This is an optimization exercise on Yosys and OpenROAD, whose aim is small area and a short achievable clock period, not a production implementation.
Only simulation tests tie the RTL to the original design; equivalence was not proved.
No activity file was given, so power comes from the tool's default toggle rates.

// RR_arbiter
module RR_arbiter(input clk, rst, input [15:0] req, output [15:0] gnt);
Settings: LEC_CHECK=0, ABC_AREA=1, CAP_MARGIN=20, CORE_AREA=2 2 60 60, DIE_AREA=0 0 62 62, SLEW_MARGIN=20, SYNTH_HIERARCHICAL=1, SYNTH_MINIMUM_KEEP_SIZE=0; clock period 10.0 ns.
standard.sh (not shown) runs the stock make flow with config.mk's settings and CLKGATE_MAP_FILE= SYNTH_SCRIPT=/design/flow/synth_recipe.tcl, a recipe that flattens the netlist after the stock synthesis.
==> flow/flow/run.sh <==
#!/bin/bash
set -euo pipefail
export BUFFER_PORTS_ARGS="-buffer_cell sky130_fd_sc_hd__buf_1"
export SETUP_SLACK_MARGIN=7.2
bash standard.sh > standard.log 2>&1
The starting point ran to the end with no violations.
==> next run, changes <==
--- a/flow/flow/run.sh
+++ b/flow/flow/run.sh
@@ -4 +4 @@
-export SETUP_SLACK_MARGIN=7.2
+export SETUP_SLACK_MARGIN=6.9
Outcome: The new run passed the timing, design-rule and antenna checks; die area stays the same; via count rises by 3.0%; register-to-register slack gains 0.02 ns; total power falls by about 4.3%; combinational power falls by about 6%; worst hold slack loses 0.0085 ns; setup slack gains 0.030 ns; synthesized cell count stays the same.
==> next run, changes <==
--- a/flow/flow/run.sh
+++ b/flow/flow/run.sh
@@ -1,0 +2,2 @@
+# The standard layout, with the port buffers made from the smallest plain
+# buffer instead of the one buffer_ports picks by default.
@@ -4 +5,0 @@
-export SETUP_SLACK_MARGIN=6.9
- The changed run finished with timing, DRC and antenna clean
- utilization falls by 8.0 points
- worst setup slack is worse by 0.19 ns
- non-clock buffer count falls by 11
- power shrinks by 21%
- via count shrinks by 7.3%
- area after synthesis is unchanged
- sequential cell count is unchanged
- clock power barely changes
- sequential share of layout area increases by 2.0 points

========
RR_arbiter, a different RTL version from the one above (not shown whole).
==> flow/config.mk <==
export PLATFORM = sky130hd
export DESIGN_NAME = RR_arbiter
export DESIGN_NICKNAME = RR_arbiter
export VERILOG_FILES = /design/flow/design.v
export SDC_FILE = /design/flow/constraint.sdc
export NUM_CORES = 4
export LEC_CHECK = 0
export ABC_AREA = 1
export CAP_MARGIN = 20
export CORE_AREA = 2 2 60 60
export DIE_AREA = 0 0 62 62
export SLEW_MARGIN = 20
export SYNTH_HIERARCHICAL = 1
export SYNTH_MINIMUM_KEEP_SIZE = 0
==> flow/constraint.sdc <==
create_clock -name core_clock -period 10.0 [get_ports {clk}]
set_input_delay 2.0000 -clock core_clock [delete_from_list [all_inputs] [get_ports {clk}]]
set_output_delay 2.0000 -clock core_clock [all_outputs]
set_load 0.01 [all_outputs]
==> flow/flow/run.sh <==
#!/bin/bash
# The standard layout with two changes:
#  - synthesis maps the logic with the ABC script in flow/abc.script instead of
#    ORFS's abc_area.script (the registers and their names are untouched: they
#    are mapped before ABC runs);
#  - the port buffers are the smallest plain buffer, buf_1.
set -euo pipefail
W=$PWD
rm -rf "$W/scripts"
cp -r "$FLOW_HOME/scripts" "$W/scripts"
cp "$W/flow/abc.script" "$W/scripts/abc_area.script"
export BUFFER_PORTS_ARGS="-buffer_cell sky130_fd_sc_hd__buf_1"
SCRIPTS_DIR="$W/scripts" bash standard.sh synth > synth.log 2>&1
bash standard.sh > standard.log 2>&1
==> flow/flow/abc.script <==
strash
&get -n
&deepsyn -J 200 -S 3
&put
map -a
topo
stime -c
upsize -c
dnsize -c
Edit:
==> flow/flow/abc.script (replaced) <==
strash
&get -n
&deepsyn -J 200 -S 5
&put
map
--- a/flow/config.mk
+++ b/flow/config.mk
@@ -10,0 +11,3 @@
+export CTS_BUF_LIST = sky130_fd_sc_hd__clkbuf_2
+export CTS_CLUSTER_DIAMETER = 100
+export CTS_CLUSTER_SIZE = 10
- setup slack is worse by 0.042 ns
- utilization went down by 1.3 points
- worst hold slack barely changes
- combinational power came out lower by about 7%
- cell area drops by 4.5%
- final cell count is lower by 3.3%
- clock power went down by 18%
- area after synthesis came out lower by 5.0%

========
Starting RTL as in the previous note.
clock: 10.0 ns
lec_check: 0
abc_area: 1
cap_margin: 20
core_area: 2 2 60 60
die_area: 0 0 62 62
slew_margin: 20
synth_hierarchical: 1
synth_minimum_keep_size: 0
==> flow/flow/abc.script <==
strash
&get -n
&deepsyn -J 200 -S 5
&put
map -a
Scripts as last shown in full above: flow/flow/run.sh
Change:
==> flow/flow/abc.script (replaced) <==
strash
&get -n
&deepsyn -J 200 -S 5
&put
map
=> The new run completed without violations; worst setup slack improved by 0.030 ns; hold slack got worse by 0.011 ns; total power went up by 3.3%; non-clock buffer count stays the same; clock-buffer cell count does not change; routed wire length went up by 11%; cell count went down by 0.48%; die area is unchanged.

## port drivers added, routing unchanged
No port has a modelled driver above. Below, the same layouts with a new extraction and two added sets of constraints.
Step 1: set_driving_cell puts a clkbuf_16 on clk and a buf_2 on each other input, an assumption about the parent block.
Step 2 moves the port delays by t, midway between the first and last clock arrival at a register: inputs arrive t later, outputs are due t later. That takes back most of the time a late clock gives input paths.
a / b / c = ideal ports / drivers / drivers and shift; a / b = the first two.
| run | t, ns | setup WS [ns] | worst setup path after step 2 |
|---|---|---|---|
| the first run of note 1 | 0.251 | 6.867 / 6.849 / 6.684 | input to register |
| the second run of note 1 | 0.252 | 6.897 / 6.881 / 6.694 | input to register |
| the third run of note 1 | 0.254 | 6.710 / 6.694 / 6.454 | input to register |
| the first run of note 2 | 0.249 | 6.703 / 6.699 / 6.449 | input to register |
| the second run of note 2 | 0.230 | 6.661 / 6.645 / 6.476 | input to register |
| the first run of note 3 | 0.256 | 6.618 / 6.619 / 6.363 | input to register |
| the second run of note 3 | 0.254 | 6.648 / 6.632 / 6.500 | input to register |
After both steps setup and hold are still met in every run listed. The setup slack of the third run of note 1, which loses most, moves by -0.016 ns with the drivers and by -0.256 ns with both steps.
